Context: an optimization exercise on an open-source flow, tuned for small area, a short achievable clock period and few clock cycles. The choices shown serve that exercise and are no tape-out recipe. Only simulation tests tie the RTL to the original design; equivalence was not proved. No activity file was given, so power comes from the tool's default toggle rates.

==> run a <==
Design MPQ, start of the top module:
module MPQ(clk,rst,data_valid,data,cmd_valid,cmd,index,value,busy,RAM_valid,RAM_A,RAM_D,done);
Settings: LEC_CHECK=0, CAP_MARGIN=20, CORE_MARGIN=2, CORE_UTILIZATION=30, PLACE_DENSITY=0.5, SETUP_SLACK_MARGIN=4.0, SLEW_MARGIN=20; clock period 7.0 ns.
run.sh (not shown) runs the stock make flow with config.mk's settings and CLKGATE_MAP_FILE= SYNTH_SCRIPT=/design/flow/synth_recipe.tcl, a recipe that flattens the netlist after the stock synthesis.
==> run b: changes against run a <==
--- a/flow/design.v
+++ b/flow/design.v
@@ -8,27 +8,26 @@
 input [7:0] index;
 input [7:0] value;
 output reg busy;
 output reg RAM_valid;
 output [7:0] RAM_A;
-output [7:0] RAM_D;
+output reg [7:0] RAM_D;    
 output reg done;
-localparam S_LOAD = 0, S_IDLE = 1, S_PRE = 2, S_R1 = 3, S_R2 = 4, S_R3 = 5, S_R4 = 6, S_WR = 7, S_RD = 8;
+localparam S_LOAD = 0, S_IDLE = 1, S_PRE = 2, S_R1 = 3, S_R2 = 4, S_R3 = 5, S_R4 = 6, S_WR = 7;
 localparam C_BUILD = 3'd0, C_EXT = 3'd1, C_INC = 3'd2, C_INS = 3'd3, C_WR = 3'd4;
-reg [8:0] st;
+reg [7:0] st;
 reg [3:0] m;       
 reg [14:0] os;     
 reg [3:0] wa;      
 reg [7:0] valr;    
-reg [7:0] rdr;     
 reg [2:0] cr;      
 reg       pend;    
 reg       fixed;   
+reg       xw;      
+reg       ie;      
+reg       mq;      
 assign RAM_A = {4'd0, wa};
-reg [7:0] wd;
-reg       wf;
-assign RAM_D = wf ? a0 : wd;
 reg [119:0] A;
 wire [7:0] a0 = A[7:0],   a1 = A[15:8],   a2 = A[23:16],  a3 = A[31:24];
 wire [7:0] a4 = A[39:32], a5 = A[47:40],  a6 = A[55:48],  a7 = A[63:56];
 wire [7:0] a8 = A[71:64], a9 = A[79:72],  a10 = A[87:80], a11 = A[95:88];
 wire [7:0] a12 = A[103:96], a13 = A[111:104], a14 = A[119:112];
@@ -67,10 +66,11 @@
 wire en1 = r2 | r3;           
 wire en0 = r3;                
 wire ib  = st[S_IDLE] & ~fixed & (cmd == C_BUILD);
 wire en2 = r1 | r4 | ib;      
 wire r1ext = r1 & (cr == C_EXT);
+wire x0 = r1ext | (r2 & xw);
 reg [6:0] lok, rok;
 always @(*) begin
 	case (m)
 		4'd0:  begin lok = 7'b0000000; rok = 7'b0000000; end
 		4'd1:  begin lok = 7'b0000001; rok = 7'b0000000; end
@@ -98,14 +98,16 @@
 wire c94 = gt8(a9, a4),   c104 = gt8(a10, a4),  c109 = gt8(a10, a9);
 wire c115 = gt8(a11, a5), c125 = gt8(a12, a5),  c1211 = gt8(a12, a11);
 wire c136 = gt8(a13, a6), c146 = gt8(a14, a6),  c1413 = gt8(a14, a13);
 wire sl0 = en0 & lok[0] & c10 & ~c21;
 wire sr0 = en0 & rok[0] & c20 & c21;
-wire sl1 = en1 & lok[1] & (sl0 ? c30 : c31) & ~c43;
+wire f1 = r2 & xw & os[4];
+wire f2 = r2 & xw & os[6];
+wire sl1 = en1 & lok[1] & (sl0 ? c30 : c31) & (~c43 | f1);
 wire sr1 = en1 & rok[1] & (sl0 ? c40 : c41) & c43;
 wire n1  = ~sl1 & ~sr1;
-wire sl2 = en1 & lok[2] & (sr0 ? c50 : c52) & ~c65;
+wire sl2 = en1 & lok[2] & (sr0 ? c50 : c52) & (~c65 | f2);
 wire sr2 = en1 & rok[2] & (sr0 ? c60 : c62) & c65;
 wire n2  = ~sl2 & ~sr2;
 wire f3 = r1ext & os[8];
 wire f4 = r1ext & os[10];
 wire f5 = r1ext & os[12];
@@ -156,22 +158,23 @@
 	end
 end
 wire is_cmd = (cmd <= 3'd4);
 wire issue  = is_cmd & (st[S_IDLE] | r3);
 wire start  = st[S_PRE] | (r4 & pend);
+wire iearly = r3 & (cmd == C_INS) & (~m[0] | (m <= 4'd5));
 wire ld     = st[S_LOAD];
-wire pinc   = st[S_PRE] & (cr == C_INC);
-wire wone   = ld | (start & (cr == C_INS)) | pinc | r1ext;
-wire [7:0] bus = ld ? data : (r1ext ? 8'd0 : ((pinc & ~gt8(valr, rdr)) ? rdr : valr));
+wire pinc   = st[S_PRE] & (cr == C_INC) & ~mq;
+wire wone   = ld | (start & (cr == C_INS) & ~ie) | pinc | x0;
+wire [7:0] bus = ld ? data : iearly ? value : (x0 ? 8'd0 : ((pinc & ~gt8(valr, RAM_D)) ? RAM_D : valr));
 reg [119:0] An;
 integer k;
 always @(*) begin
 	An = N;
 	for (k = 0; k < 15; k = k + 1) begin
-		if (wone && os[k])
+		if ((wone && os[k]) || (iearly && k > 0 && moh[k-1]))
 			An[8*k +: 8] = bus;
-		else if (r1ext && k == 0)
+		else if (x0 && k == 0)
 			An[8*k +: 8] = rd;
 	end
 end
 always @(posedge clk) begin
 	A[95:0] <= An[95:0];
@@ -180,45 +183,53 @@
 	if (rst) A[119:96] <= 24'd0;
 	else     A[119:96] <= An[119:96];
 end
 wire wcyc  = st[S_WR] | (r4 & pend & (cr == C_WR));
 wire wlast = (wa == m);
-wire skip1 = (cr == C_INC) & fixed & (|os[6:0]);
-wire [8:0] nst;
+wire skip1 = fixed & (((cr == C_INC) & (|os[6:0])) | (cr == C_EXT));
+wire [7:0] nst;
 assign nst[S_LOAD] = (st[S_LOAD] & ~os[11]) | (wcyc & wlast);
 assign nst[S_IDLE] = (st[S_LOAD] & os[11]) | (st[S_IDLE] & ~is_cmd) | (r4 & ~pend);
-assign nst[S_RD]   = (st[S_IDLE] & (cmd == C_INC)) | (r4 & pend & (cr == C_INC));
-assign nst[S_PRE]  = (st[S_IDLE] & ((cmd == C_EXT) | (cmd == C_INS))) | st[S_RD];
-assign nst[S_R1]   = (st[S_PRE] & ~skip1) | (r4 & pend & ((cr == C_EXT) | (cr == C_INS)));
-assign nst[S_R2]   = r1 | (st[S_IDLE] & (cmd == C_BUILD)) | (st[S_PRE] & skip1) |
-                     (r4 & pend & (cr == C_BUILD));
+wire moved = |(os[6:3] & {sl6 | sr6, sl5 | sr5, sl4 | sr4, sl3 | sr3}) |
+             |(os[14:7] & {sr6, sl6, sr5, sl5, sr4, sl4, sr3, sl3});
+wire pinc4 = r4 & pend & (cr == C_INC);
+assign nst[S_PRE]  = (st[S_IDLE] & ((cmd == C_EXT) | (cmd == C_INS) | (cmd == C_INC))) |
+                     pinc4 | (st[S_PRE] & mq);
+assign nst[S_R1]   = (st[S_PRE] & ~mq & ~skip1) | (r4 & pend & (cr == C_INS) & ~ie);
+assign nst[S_R2]   = r1 | (st[S_IDLE] & (cmd == C_BUILD)) | (st[S_PRE] & ~mq & skip1) |
+                     (r4 & pend & ((cr == C_BUILD) | (cr == C_EXT) | ((cr == C_INS) & ie)));
 assign nst[S_R3]   = r2;
 assign nst[S_R4]   = r3;
 assign nst[S_WR]   = (st[S_IDLE] & (cmd == C_WR)) | (wcyc & ~wlast);
 always @(posedge clk or posedge rst) begin
 	if (rst) begin
-		st <= 9'd1 << S_LOAD;
+		st <= 8'd1 << S_LOAD;
 		os <= 15'd1;
 		pend <= 1'b0;
 		fixed <= 1'b0;
+		xw <= 1'b0;
+		ie <= 1'b0;
+		mq <= 1'b0;
 		busy <= 1'b1;
 		RAM_valid <= 1'b0;
 		done <= 1'b0;
-		wf <= 1'b0;
 	end else begin
-		wf <= issue & (cmd == C_WR);
 		st <= nst;
+		xw <= (cr == C_EXT) & ((st[S_PRE] & skip1) | (r4 & pend));
+		mq <= (st[S_IDLE] & (cmd == C_INC)) | (pinc4 & moved);
 		busy <= ~(nst[S_IDLE] | nst[S_R3]);
 		done <= 1'b0;
 		if (ld) begin
 			os <= {os[13:0], 1'b0};
 			fixed <= 1'b0;
 		end
 		if (r4) begin
 			fixed <= 1'b1;
 			pend <= 1'b0;
-		end
+			ie <= 1'b0;
+		end
+		if (iearly) ie <= 1'b1;
 		if (issue) begin
 			if (r3) pend <= 1'b1;
 			if (cmd == C_WR) RAM_valid <= 1'b1;
 			case (cmd)
 				C_EXT:   os <= moh;
@@ -237,21 +248,20 @@
 		end
 	end
 end
 always @(posedge clk) begin
 	if (ld && os[11]) m <= 4'd11;
-	rdr <= rd;
+	if (issue && cmd == C_WR) RAM_D <= n_0;
+	else                      RAM_D <= rd;
 	if (issue) begin
 		cr <= cmd;
 		valr <= value;
 		if (cmd == C_WR) wa <= 4'd0;
 	end
+	if (iearly) m <= m + 4'd1;
 	if (start) begin
-		if (cr == C_INS) m <= m + 4'd1;
+		if (cr == C_INS && !ie) m <= m + 4'd1;
 		if (cr == C_EXT) m <= m - 4'd1;
 	end
-	if (wcyc && !wlast) begin
-		wa <= wa + 4'd1;
-		wd <= rd;
-	end
+	if (wcyc && !wlast) wa <= wa + 4'd1;
 end
 endmodule
--- a/flow/config.mk
+++ b/flow/config.mk
@@ -5,9 +5,9 @@
 export SDC_FILE = /design/flow/constraint.sdc
 export NUM_CORES = 4
 export LEC_CHECK = 0
 export CAP_MARGIN = 20
 export CORE_MARGIN = 2
-export CORE_UTILIZATION = 30
-export PLACE_DENSITY = 0.5
+export CORE_UTILIZATION = 40
+export PLACE_DENSITY = 0.65
 export SETUP_SLACK_MARGIN = 4.0
 export SLEW_MARGIN = 20
==> run c: changes against run a <==
--- a/flow/design.v
+++ b/flow/design.v
@@ -8,27 +8,24 @@
 input [7:0] index;
 input [7:0] value;
 output reg busy;
 output reg RAM_valid;
 output [7:0] RAM_A;
-output [7:0] RAM_D;
+output reg [7:0] RAM_D;    
 output reg done;
 localparam S_LOAD = 0, S_IDLE = 1, S_PRE = 2, S_R1 = 3, S_R2 = 4, S_R3 = 5, S_R4 = 6, S_WR = 7, S_RD = 8;
 localparam C_BUILD = 3'd0, C_EXT = 3'd1, C_INC = 3'd2, C_INS = 3'd3, C_WR = 3'd4;
 reg [8:0] st;
 reg [3:0] m;       
 reg [14:0] os;     
 reg [3:0] wa;      
 reg [7:0] valr;    
-reg [7:0] rdr;     
 reg [2:0] cr;      
 reg       pend;    
 reg       fixed;   
+reg       xw;      
 assign RAM_A = {4'd0, wa};
-reg [7:0] wd;
-reg       wf;
-assign RAM_D = wf ? a0 : wd;
 reg [119:0] A;
 wire [7:0] a0 = A[7:0],   a1 = A[15:8],   a2 = A[23:16],  a3 = A[31:24];
 wire [7:0] a4 = A[39:32], a5 = A[47:40],  a6 = A[55:48],  a7 = A[63:56];
 wire [7:0] a8 = A[71:64], a9 = A[79:72],  a10 = A[87:80], a11 = A[95:88];
 wire [7:0] a12 = A[103:96], a13 = A[111:104], a14 = A[119:112];
@@ -67,10 +64,11 @@
 wire en1 = r2 | r3;           
 wire en0 = r3;                
 wire ib  = st[S_IDLE] & ~fixed & (cmd == C_BUILD);
 wire en2 = r1 | r4 | ib;      
 wire r1ext = r1 & (cr == C_EXT);
+wire x0 = r1ext | (r2 & xw);
 reg [6:0] lok, rok;
 always @(*) begin
 	case (m)
 		4'd0:  begin lok = 7'b0000000; rok = 7'b0000000; end
 		4'd1:  begin lok = 7'b0000001; rok = 7'b0000000; end
@@ -98,14 +96,16 @@
 wire c94 = gt8(a9, a4),   c104 = gt8(a10, a4),  c109 = gt8(a10, a9);
 wire c115 = gt8(a11, a5), c125 = gt8(a12, a5),  c1211 = gt8(a12, a11);
 wire c136 = gt8(a13, a6), c146 = gt8(a14, a6),  c1413 = gt8(a14, a13);
 wire sl0 = en0 & lok[0] & c10 & ~c21;
 wire sr0 = en0 & rok[0] & c20 & c21;
-wire sl1 = en1 & lok[1] & (sl0 ? c30 : c31) & ~c43;
+wire f1 = r2 & xw & os[4];
+wire f2 = r2 & xw & os[6];
+wire sl1 = en1 & lok[1] & (sl0 ? c30 : c31) & (~c43 | f1);
 wire sr1 = en1 & rok[1] & (sl0 ? c40 : c41) & c43;
 wire n1  = ~sl1 & ~sr1;
-wire sl2 = en1 & lok[2] & (sr0 ? c50 : c52) & ~c65;
+wire sl2 = en1 & lok[2] & (sr0 ? c50 : c52) & (~c65 | f2);
 wire sr2 = en1 & rok[2] & (sr0 ? c60 : c62) & c65;
 wire n2  = ~sl2 & ~sr2;
 wire f3 = r1ext & os[8];
 wire f4 = r1ext & os[10];
 wire f5 = r1ext & os[12];
@@ -158,20 +158,20 @@
 wire is_cmd = (cmd <= 3'd4);
 wire issue  = is_cmd & (st[S_IDLE] | r3);
 wire start  = st[S_PRE] | (r4 & pend);
 wire ld     = st[S_LOAD];
 wire pinc   = st[S_PRE] & (cr == C_INC);
-wire wone   = ld | (start & (cr == C_INS)) | pinc | r1ext;
-wire [7:0] bus = ld ? data : (r1ext ? 8'd0 : ((pinc & ~gt8(valr, rdr)) ? rdr : valr));
+wire wsel   = ld | (start & (cr == C_INS)) | pinc | x0;
+wire [7:0] bus = ld ? data : (x0 ? 8'd0 : ((pinc & ~gt8(valr, RAM_D)) ? RAM_D : valr));
 reg [119:0] An;
 integer k;
 always @(*) begin
 	An = N;
 	for (k = 0; k < 15; k = k + 1) begin
-		if (wone && os[k])
+		if (wsel && os[k])
 			An[8*k +: 8] = bus;
-		else if (r1ext && k == 0)
+		else if (x0 && k == 0)
 			An[8*k +: 8] = rd;
 	end
 end
 always @(posedge clk) begin
 	A[95:0] <= An[95:0];
@@ -180,35 +180,39 @@
 	if (rst) A[119:96] <= 24'd0;
 	else     A[119:96] <= An[119:96];
 end
 wire wcyc  = st[S_WR] | (r4 & pend & (cr == C_WR));
 wire wlast = (wa == m);
-wire skip1 = (cr == C_INC) & fixed & (|os[6:0]);
+wire skip1 = fixed & (((cr == C_INC) & (|os[6:0])) | (cr == C_EXT));
 wire [8:0] nst;
 assign nst[S_LOAD] = (st[S_LOAD] & ~os[11]) | (wcyc & wlast);
 assign nst[S_IDLE] = (st[S_LOAD] & os[11]) | (st[S_IDLE] & ~is_cmd) | (r4 & ~pend);
-assign nst[S_RD]   = (st[S_IDLE] & (cmd == C_INC)) | (r4 & pend & (cr == C_INC));
-assign nst[S_PRE]  = (st[S_IDLE] & ((cmd == C_EXT) | (cmd == C_INS))) | st[S_RD];
-assign nst[S_R1]   = (st[S_PRE] & ~skip1) | (r4 & pend & ((cr == C_EXT) | (cr == C_INS)));
+wire moved = |(os[6:3] & {sl6 | sr6, sl5 | sr5, sl4 | sr4, sl3 | sr3}) |
+             |(os[14:7] & {sr6, sl6, sr5, sl5, sr4, sl4, sr3, sl3});
+wire pinc4 = r4 & pend & (cr == C_INC);
+assign nst[S_RD]   = (st[S_IDLE] & (cmd == C_INC)) | (pinc4 & moved);
+assign nst[S_PRE]  = (st[S_IDLE] & ((cmd == C_EXT) | (cmd == C_INS))) | st[S_RD] |
+                     (pinc4 & ~moved);
+assign nst[S_R1]   = (st[S_PRE] & ~skip1) | (r4 & pend & (cr == C_INS));
 assign nst[S_R2]   = r1 | (st[S_IDLE] & (cmd == C_BUILD)) | (st[S_PRE] & skip1) |
-                     (r4 & pend & (cr == C_BUILD));
+                     (r4 & pend & ((cr == C_BUILD) | (cr == C_EXT)));
 assign nst[S_R3]   = r2;
 assign nst[S_R4]   = r3;
 assign nst[S_WR]   = (st[S_IDLE] & (cmd == C_WR)) | (wcyc & ~wlast);
 always @(posedge clk or posedge rst) begin
 	if (rst) begin
 		st <= 9'd1 << S_LOAD;
 		os <= 15'd1;
 		pend <= 1'b0;
 		fixed <= 1'b0;
+		xw <= 1'b0;
 		busy <= 1'b1;
 		RAM_valid <= 1'b0;
 		done <= 1'b0;
-		wf <= 1'b0;
 	end else begin
-		wf <= issue & (cmd == C_WR);
 		st <= nst;
+		xw <= (cr == C_EXT) & ((st[S_PRE] & skip1) | (r4 & pend));
 		busy <= ~(nst[S_IDLE] | nst[S_R3]);
 		done <= 1'b0;
 		if (ld) begin
 			os <= {os[13:0], 1'b0};
 			fixed <= 1'b0;
@@ -237,21 +241,19 @@
 		end
 	end
 end
 always @(posedge clk) begin
 	if (ld && os[11]) m <= 4'd11;
-	rdr <= rd;
+	if (issue && cmd == C_WR) RAM_D <= n_0;
+	else                      RAM_D <= rd;
 	if (issue) begin
 		cr <= cmd;
 		valr <= value;
 		if (cmd == C_WR) wa <= 4'd0;
 	end
 	if (start) begin
 		if (cr == C_INS) m <= m + 4'd1;
 		if (cr == C_EXT) m <= m - 4'd1;
 	end
-	if (wcyc && !wlast) begin
-		wa <= wa + 4'd1;
-		wd <= rd;
-	end
+	if (wcyc && !wlast) wa <= wa + 4'd1;
 end
 endmodule
--- a/flow/config.mk
+++ b/flow/config.mk
@@ -5,9 +5,9 @@
 export SDC_FILE = /design/flow/constraint.sdc
 export NUM_CORES = 4
 export LEC_CHECK = 0
 export CAP_MARGIN = 20
 export CORE_MARGIN = 2
-export CORE_UTILIZATION = 30
-export PLACE_DENSITY = 0.5
+export CORE_UTILIZATION = 40
+export PLACE_DENSITY = 0.65
 export SETUP_SLACK_MARGIN = 4.0
 export SLEW_MARGIN = 20
==> notes.md <==
Part of the power in the clock network: run a 11.1%; run b 11.8%; run c 12.4%
Worst Hold Launch: run a st[4]; run b st[4]; run c st[8]
Part of the power in combinational logic: run a 54.7%; run b 53.9%; run c 52.9%
Status: run a no timing/DRC/antenna violations; run b no timing/DRC/antenna violations; run c no timing/DRC/antenna violations
Capture point of the critical path: run a RAM_D[6]; run b mq; run c A[26]
Final non-filler cell area: run a 16200 um^2; run b 17200 um^2; run c 16100 um^2
Wirelength per Cell: run a 26.9 um; run b 27.6 um; run c 26.3 um
Register area share after synthesis: run a 35.8%; run b 32.7%; run c 33.4%
Die W: run a 217 um; run b 193 um; run c 190 um
Highest attainable clock frequency: run a 328 MHz; run b 322 MHz; run c 325 MHz
Slew of the pin with the lowest slew margin: run a 808 ps; run b 1040 ps; run c 779 ps
Via count normalized by instance count: run a 6.26; run b 6.92; run c 6.85
Worst EP arrival: run a 1650 ps; run b 3480 ps; run c 3410 ps
Clock buffer instance count of the final layout: run a 18; run b 17; run c 17
TAP cells: run a 600; run b 461; run c 455
Simple-Gate Fraction of Synth Area: run a 17.8%; run b 19.2%; run c 18.4%
Portion of netlist area occupied by mux cells: run a 3.38%; run b 1.92%; run c 2.51%
Critical register-to-register path startpoint: run a A[53]; run b A[104]; run c A[43]
Testbench counts of run a, summed over its fixed seeds: cycles 12,661.
Testbench counts of run b, summed over its fixed seeds: cycles 11,429.
Testbench counts of run c, summed over its fixed seeds: cycles 11,648.

[re-timing with driven ports]
The results above use ideal ports. As a check the final layouts listed here were re-extracted and re-timed, cells and wires unchanged.
Step 1 assumes that a clkbuf_16 drives the clock port and a buf_2 every other input.
Step 2 also shifts input and output timing later by t, the mid clock arrival at the registers, as if the neighbouring blocks saw the same clock.
Three values: ideal, step 1, step 2; two values: the first two.
run	t (ns)	setup WS [ns]	worst setup path at the end	pins driven straight from the clock port
run a	0.520	3.955 / 3.903 / 3.536	input to register	1
run b	0.518	3.891 / 3.897 / 3.379	input to register	1
run c	0.519	3.927 / 3.929 / 3.410	input to register	1
After both steps setup and hold are still met in every run listed. The setup slack of run c, which loses most, moves by +0.002 ns with the drivers and by -0.517 ns with both steps.
